Background: an optimization exercise with open tools, aiming at small area. Do not read the settings as production practice. Only simulation tests tie the RTL to the original design; equivalence was not proved. Power is estimated from default activity; no workload was simulated.

==> wip/garnet <==
==> flow/design.v <==
module posit_mult_32_4 (
  input  wire        clk,
  input  wire [31:0] in1,
  input  wire [31:0] in2,
  input  wire        start,
  output wire [31:0] out,
  output wire        inf,
  output wire        zero,
  output wire        done
);
  reg  [6:0] cnt;
  wire [6:0] cnt_inc;
  pm_inc #(7) u_cinc (.a(cnt), .s(cnt_inc));
  wire c_lo_0  = (cnt[4:0] == 5'd0);
  wire ph_fill = ~cnt[6] & ~cnt[5];                   
  wire ph_wr   = cnt[6] & cnt[5];                     
  wire ph_b    = cnt[6] & ~cnt[5];                    
  wire at32    = ~cnt[6] & cnt[5] & c_lo_0;
  wire at64    = ph_b & c_lo_0;                       
  wire at65    = ph_b & (cnt[4:0] == 5'd1);           
  wire at66    = ph_b & (cnt[4:0] == 5'd2);           
  wire last    = ph_wr & (&cnt[4:0]);                 
  reg  [28:0] acc;
  always @(posedge clk)
    cnt <= at66 ? (acc[28] ? 7'd66 : 7'd96) : cnt_inc;
  wire s1 = in1[31], s2 = in2[31];
  reg  nz1, nz2;        
  assign inf  = (s1 & ~nz1) | (s2 & ~nz2);
  assign zero = ~s1 & ~nz1 & ~s2 & ~nz2;
  assign done = start;
  wire special = inf | ~nz1 | ~nz2;
  wire ms = s1 ^ s2;
  wire rc1 = in1[30] ^ s1, rc2 = in2[30] ^ s2;
  reg  [4:0]  F1;       
  reg         A1;       
  reg         N1;       
  reg  [31:3] M1;       
  wire [4:0]  F1_inc;
  pm_inc #(5) u_finc (.a(F1), .s(F1_inc));
  wire [31:0] v1 = {in1[30], in1[30:0]};
  wire [4:0]  idx1 = A1 ? F1 : ~cnt[4:0];
  wire        raw1 = v1[idx1];
  wire        term1 = ph_fill & ~A1 & (raw1 ^ in1[30]);
  wire        run1 = ph_fill & ~A1 & ~term1 & ~c_lo_0;     
  wire        x1bit = A1 & (raw1 ^ (s1 & N1));
  always @(posedge clk) begin
    if (last) begin
      A1 <= 1'b0; F1 <= 5'd0; N1 <= 1'b0;
    end else if (ph_fill) begin
      if (term1) A1 <= 1'b1;
      if (A1) F1 <= F1_inc;
      if (A1) N1 <= N1 | raw1;
    end
    if (ph_fill) M1 <= {x1bit, M1[31:4]};
    if (ph_fill & (&cnt[4:0])) nz1 <= in1[30] | A1 | term1;
  end
  reg  [5:0]  J2;       
  reg         A2;
  reg         N2;
  reg  [3:0]  E2;       
  wire [5:0]  J2_inc;
  pm_inc #(6) u_jinc (.a(J2), .s(J2_inc));
  wire        e2rd  = A2 & (&J2[5:2]);                
  wire        frac2 = A2 & J2[5] & ~(&J2[5:2]) & ~cnt[6];
  wire        scan2 = ph_fill | at32;                 
  wire [31:0] v2 = {in2[30], in2[30:0]};
  wire [4:0]  idx2 = frac2 ? J2[4:0] : ~cnt[4:0];
  wire        mux2 = v2[idx2];
  wire        raw2 = mux2 & (frac2 | ph_fill);
  wire        term2 = ~A2 & scan2 & (raw2 ^ in2[30]);
  wire        run2 = ~A2 & scan2 & ~term2 & ~c_lo_0;
  wire        x2bit = mux2 ^ (s2 & N2);
  always @(posedge clk) begin
    if (last) begin
      A2 <= 1'b0; J2 <= 6'd60; N2 <= 1'b0;
    end else begin
      if (term2) A2 <= 1'b1;
      if (A2 & (~cnt[6] | at64)) J2 <= J2_inc;
      if (frac2) N2 <= N2 | mux2;
      if (e2rd) E2 <= {E2[2:0], raw2 ^ s2};
      if (at32) nz2 <= in2[30] | A2 | term2;
    end
  end
  reg         bq;       
  always @(posedge clk) bq <= frac2 ? x2bit : at64;
  reg         S, D0, D1;
  wire [28:0] addend = {bq, M1[27:3] & {25{bq}}, 3'b000};
  wire [25:3] sum_lo;
  wire        chi;
  pm_add #(23) u_lo (.a(acc[25:3]), .b(addend[25:3]), .ci(1'b0), .s(sum_lo), .co(chi));
  wire [2:0]  hi0, hi1;
  wire        co0, co1;
  pm_add #(3) u_hi (.a(acc[28:26]), .b(addend[28:26]), .ci(1'b0), .s(hi0), .co(co0));
  pm_inc1 #(3) u_hi1 (.a(hi0), .ci(1'b1), .s(hi1), .co(co1));
  wire [28:0] sum = {chi ? hi1 : hi0, sum_lo, acc[2:0]};
  wire        sum_co = chi ? (co0 | co1) : co0;
  reg         ovf;
  always @(posedge clk) if (at65) ovf <= sum_co;
  wire        c1 = s1 & ~N1, c2 = s2 & ~N2;
  wire [3:0]  es;
  wire        es_co;
  pm_add #(4) u_es (.a(M1[31:28]), .b(E2), .ci(c2), .s(es), .co(es_co));
  wire [3:0]  e_o;
  wire        eo_co;
  pm_inc1 #(4) u_eo (.a(es), .ci(ovf), .s(e_o), .co(eo_co));
  reg  [6:0]  RA;
  reg         sgr;      
  wire        fin = at66 & ~acc[28];                  
  wire        big = RA[6] ? (~RA[5] | (RA[4:1] == 4'd0)) : (RA[5] | (&RA[4:1]));
  wire [6:0]  ra_clamp = big ? (RA[6] ? 7'b1100001 : 7'b0011110) : RA;
  wire        u1 = (run1 & rc1) | (at32 & c1) | (at64 & es_co) | (at66 & acc[28] & eo_co)
                 | ph_wr;
  wire        n1 = run1 & ~rc1;
  wire        u2 = run2 & rc2, n2 = run2 & ~rc2;
  wire        d0 = (u1 | n1) ^ (u2 | n2);
  wire        dneg = (n1 & ~u2) | (n2 & ~u1);
  wire        d1 = (u1 & u2) | dneg;
  wire [6:0]  ra_sum;
  wire        ra_co;
  pm_add #(7) u_ra (.a(RA), .b({{5{dneg}}, d1, d0}), .ci(1'b0), .s(ra_sum), .co(ra_co));
  always @(posedge clk) begin
    if (last) RA <= (rc1 & rc2) ? 7'b1111110 : ((rc1 | rc2) ? 7'b1111111 : 7'b0000000);
    else if (fin) RA <= ra_clamp ^ {7{~RA[6]}};     
    else RA <= ra_sum;
    if (fin) sgr <= RA[6];
  end
  wire [4:0]  oi = RA[4:0];
  wire        W = ~RA[6];                             
  wire [4:0]  cl = cnt[4:0];
  wire        esel = ph_wr & cl[4] & cl[3] & (cl[2:1] != 2'b00);    
  wire        ebit = cl[2] ? (cl[1] ? (cl[0] ? ~sgr : sgr) : (cl[0] ? e_o[3] : e_o[2]))
                           : (cl[0] ? e_o[1] : e_o[0]);
  wire        src = esel ? ebit : sum[0];
  always @(posedge clk) begin
    acc <= {sum_co, sum[28:1]};
    D1 <= src;
    D0 <= D1;
    S  <= ~ph_fill & (S | D0);
  end
  reg         C;
  wire        L = src, G = D1, R = D0, St = S;
  wire        first = (oi == 5'd0);
  wire        rnd_en = ~(cl[4] & cl[3] & (cl[2:1] != 2'b00));       
  wire        ulp = rnd_en & G & (L | R | St);
  wire        cin = first ? ((G ^ ms) & (ulp ^ ms)) : C;
  wire        yv = (L ^ ms) ^ cin;
  wire        val = ~special & (W ? yv : (~sgr ^ ms));
  reg  [30:0] outr;
  always @(posedge clk) C <= (L ^ ms) & cin;
  genvar gi;
  generate for (gi = 0; gi < 31; gi = gi + 1) begin : g_out
    always @(posedge clk) if (ph_wr & (oi == gi)) outr[gi] <= val;
  end endgenerate
  assign out = {special ? inf : ms, outr};
endmodule
module pm_add #(parameter W = 4) (
  input  wire [W-1:0] a, b,
  input  wire         ci,
  output wire [W-1:0] s,
  output wire         co
);
  wire [W:0] c;
  assign c[0] = ci;
  genvar i;
  generate for (i = 0; i < W; i = i + 1) begin : g
    assign s[i] = a[i] ^ b[i] ^ c[i];
    assign c[i+1] = (a[i] & b[i]) | (c[i] & (a[i] ^ b[i]));
  end endgenerate
  assign co = c[W];
endmodule
module pm_inc #(parameter W = 4) (
  input  wire [W-1:0] a,
  output wire [W-1:0] s
);
  wire [W:0] c;
  assign c[0] = 1'b1;
  genvar i;
  generate for (i = 0; i < W; i = i + 1) begin : g
    assign s[i] = a[i] ^ c[i];
    assign c[i+1] = a[i] & c[i];
  end endgenerate
endmodule
module pm_inc1 #(parameter W = 4) (
  input  wire [W-1:0] a,
  input  wire         ci,
  output wire [W-1:0] s,
  output wire         co
);
  wire [W:0] c;
  assign c[0] = ci;
  genvar i;
  generate for (i = 0; i < W; i = i + 1) begin : g
    assign s[i] = a[i] ^ c[i];
    assign c[i+1] = a[i] & c[i];
  end endgenerate
  assign co = c[W];
endmodule
==> flow/flow/run.sh <==
#!/bin/bash
# Layout flow: the standard layout (standard.sh) with three changes.
#  - Synthesis: flow/synth.tcl, the standard synthesis script with ABC run
#    on an area-oriented script (flow/area.abc).
#  - Port buffers: buffer_ports uses sky130_fd_sc_hd__buf_1 instead of the
#    clkdlybuf4s50_1 delay cell it picks by default; every port still gets
#    its own buffer.
#  - Clock tree: clkbuf_4 buffers and no dummy loads.
# make's full output goes to flow_make.log in this folder; the ORFS step logs
# stay under orfs/logs/.
set -euo pipefail
export AREA_ABC_SCRIPT="$PWD/flow/area.abc"
bash standard.sh \
  "SYNTH_SCRIPT=$PWD/flow/synth.tcl" \
  "BUFFER_PORTS_ARGS=-buffer_cell sky130_fd_sc_hd__buf_1" \
  "CTS_ARGS=-sink_clustering_enable -repair_clock_nets -buf_list sky130_fd_sc_hd__clkbuf_4 -dont_use_dummy_load" \
  finish > flow_make.log 2>&1
==> flow/flow/area.abc <==
&get -n
&st
&syn2
&dch
&put
amap
==> flow/flow/synth.tcl <==
# The standard synthesis (synth_recipe.tcl), with one change: ABC maps the
# logic with an area-oriented script (area.abc, beside this file) instead of
# ORFS's delay-oriented one. Registers are made before ABC runs, so their
# names and cells are those of the standard synthesis.
proc synth {args} { yosys synth -nofsm -noshare {*}$args }
proc abc {args} {
  set i [lsearch -exact $args -script]
  if {$i >= 0} { lset args [expr {$i+1}] $::env(AREA_ABC_SCRIPT) }
  yosys abc {*}$args
}
source $::env(SCRIPTS_DIR)/synth.tcl
# left out here: clear keep_hierarchy, flatten, clean up, hide names made inside functions, write 1_2_yosys.v
==> flow/standard.sh <==
#!/bin/bash
# synth_recipe.tcl (not shown) runs the flow's synth.tcl, then flattens the netlist and writes it again
# the make line also repeats each setting of config.mk as NAME=value (left out here)
make -C /OpenROAD-flow-scripts/flow DESIGN_CONFIG=/design/flow/config.mk WORK_HOME=/design/flow/orfs CLKGATE_MAP_FILE= SYNTH_SCRIPT=/design/flow/synth_recipe.tcl "${@:-finish}"
==> flow/config.mk <==
export PLATFORM = sky130hd
export DESIGN_NAME = posit_mult_32_4
export DESIGN_NICKNAME = posit_mult_32_4
export VERILOG_FILES = /design/flow/design.v
export SDC_FILE = /design/flow/constraint.sdc
export NUM_CORES = 4
export LEC_CHECK = 0
export CAP_MARGIN = 20
export CORE_MARGIN = 2
export CORE_UTILIZATION = 60
export SLEW_MARGIN = 20
==> flow/constraint.sdc <==
create_clock -name core_clock -period 10.0 [get_ports {clk}]
set_input_delay 2.0000 -clock core_clock [delete_from_list [all_inputs] [get_ports {clk}]]
set_output_delay 2.0000 -clock core_clock [all_outputs]
set_load 0.01 [all_outputs]
==> inputs of wip/raven, as changes to wip/garnet <==
--- a/flow/design.v
+++ b/flow/design.v
@@ -85,13 +85,13 @@
   always @(posedge clk) bq <= frac2 ? x2bit : at64;
   reg         S, D0, D1;
   wire [28:0] addend = {bq, M1[27:3] & {25{bq}}, 3'b000};
-  wire [25:3] sum_lo;
+  wire [21:3] sum_lo;
   wire        chi;
-  pm_add #(23) u_lo (.a(acc[25:3]), .b(addend[25:3]), .ci(1'b0), .s(sum_lo), .co(chi));
-  wire [2:0]  hi0, hi1;
+  pm_add #(19) u_lo (.a(acc[21:3]), .b(addend[21:3]), .ci(1'b0), .s(sum_lo), .co(chi));
+  wire [6:0]  hi0, hi1;
   wire        co0, co1;
-  pm_add #(3) u_hi (.a(acc[28:26]), .b(addend[28:26]), .ci(1'b0), .s(hi0), .co(co0));
-  pm_inc1 #(3) u_hi1 (.a(hi0), .ci(1'b1), .s(hi1), .co(co1));
+  pm_add #(7) u_hi (.a(acc[28:22]), .b(addend[28:22]), .ci(1'b0), .s(hi0), .co(co0));
+  pm_inc1 #(7) u_hi1 (.a(hi0), .ci(1'b1), .s(hi1), .co(co1));
   wire [28:0] sum = {chi ? hi1 : hi0, sum_lo, acc[2:0]};
   wire        sum_co = chi ? (co0 | co1) : co0;
   reg         ovf;
@@ -105,6 +105,7 @@
   pm_inc1 #(4) u_eo (.a(es), .ci(ovf), .s(e_o), .co(eo_co));
   reg  [6:0]  RA;
   reg         sgr;      
+  reg         W;        
   wire        fin = at66 & ~acc[28];                  
   wire        big = RA[6] ? (~RA[5] | (RA[4:1] == 4'd0)) : (RA[5] | (&RA[4:1]));
   wire [6:0]  ra_clamp = big ? (RA[6] ? 7'b1100001 : 7'b0011110) : RA;
@@ -123,9 +124,9 @@
     else if (fin) RA <= ra_clamp ^ {7{~RA[6]}};     
     else RA <= ra_sum;
     if (fin) sgr <= RA[6];
+    W <= at66 ? 1'b0 : (W | (ph_wr & (oi == 5'd31)));
   end
   wire [4:0]  oi = RA[4:0];
-  wire        W = ~RA[6];                             
   wire [4:0]  cl = cnt[4:0];
   wire        esel = ph_wr & cl[4] & cl[3] & (cl[2:1] != 2'b00);    
   wire        ebit = cl[2] ? (cl[1] ? (cl[0] ? ~sgr : sgr) : (cl[0] ? e_o[3] : e_o[2]))
==> flow/flow/area.abc (replaced) <==
strash
dch
map -a
mfs2
strash
dch
map -a
topo
stime -c
buffer -c
upsize -c
dnsize -c
- CORE_UTILIZATION: 60 -> 40
==> results.txt <==
wip/raven completed without violations. wip/garnet ran to the end with no violations. Of wip/garnet and wip/raven, wip/garnet has the higher sequential power (gap about 40%, measured against wip/raven). Against wip/garnet, the global-route usage of wip/raven is lower by 8.3 points. Against wip/garnet, the area after synthesis of wip/raven is larger by about 8%. Of wip/garnet and wip/raven, wip/garnet has the higher core utilization (gap 23 points). Count of clock-buffer cells in the layout is the same in wip/garnet and wip/raven. Against wip/raven, the critical path depth of wip/garnet is higher by 4. Between wip/garnet and wip/raven, the lower total power is in wip/raven (gap 82%, measured against wip/raven).
==> figures <==
Run status: wip/garnet complete, no violations; wip/raven complete, no violations
Instance area at placement: wip/garnet 6797 um^2; wip/raven 7320 um^2
Clock group: wip/garnet 0.231 mW; wip/raven 0.242 mW
Avg Vias per Cell: wip/garnet 5.636; wip/raven 4.772
Origin of the critical flop-to-flop path: wip/garnet M1[3]; wip/raven bq
Count of filler cells inserted in the layout: wip/garnet 805; wip/raven 1643
Routed length per placed instance: wip/garnet 15.41 um; wip/raven 12.99 um
Worst Hold Slack: wip/garnet 340.2 ps; wip/raven 338.8 ps
Slew HR: wip/garnet 0.4072; wip/raven 0.3326
Switching power summed over all nets: wip/garnet 0.8038 mW; wip/raven 0.3265 mW
Leak: wip/garnet 2.478 nW; wip/raven 3.051 nW
Shortest clock period the worst path allows after layout: wip/garnet 9370 ps; wip/raven 8068 ps
Multi-input logic area: wip/garnet 2671 um^2; wip/raven 2903 um^2
Arrival time at the worst endpoint: wip/garnet 9630 ps; wip/raven 8490 ps
Hold Crit Start: wip/garnet acc[2]; wip/raven acc[1]
Initial Util: wip/garnet 0.6103; wip/raven 0.4077

[separate check: timing with driven ports]
How much do the figures lean on ideal ports? The routed layouts below were timed once more, with nothing changed but the port constraints.
Step 1 assumes that a clkbuf_16 drives the clock port and a buf_2 every other input.
Step 2, shift: input delay + t, output delay - t, t = (earliest + latest rising clock arrival at the registers) / 2. This alone moves slack from input paths to output paths.
a / b / c = ideal / step 1 / step 2; a / b = the first two.
run	shift t [ns]	slack for setup (ns)	worst setup path after step 2	latest minus earliest clock arrival (ns)
wip/garnet	0.554	0.630 / 0.630 / 0.630	register to register	0.058 / 0.057
wip/raven	0.558	1.932 / 1.932 / 1.932	register to register	0.040 / 0.040
After both steps setup and hold are still met in every run listed.
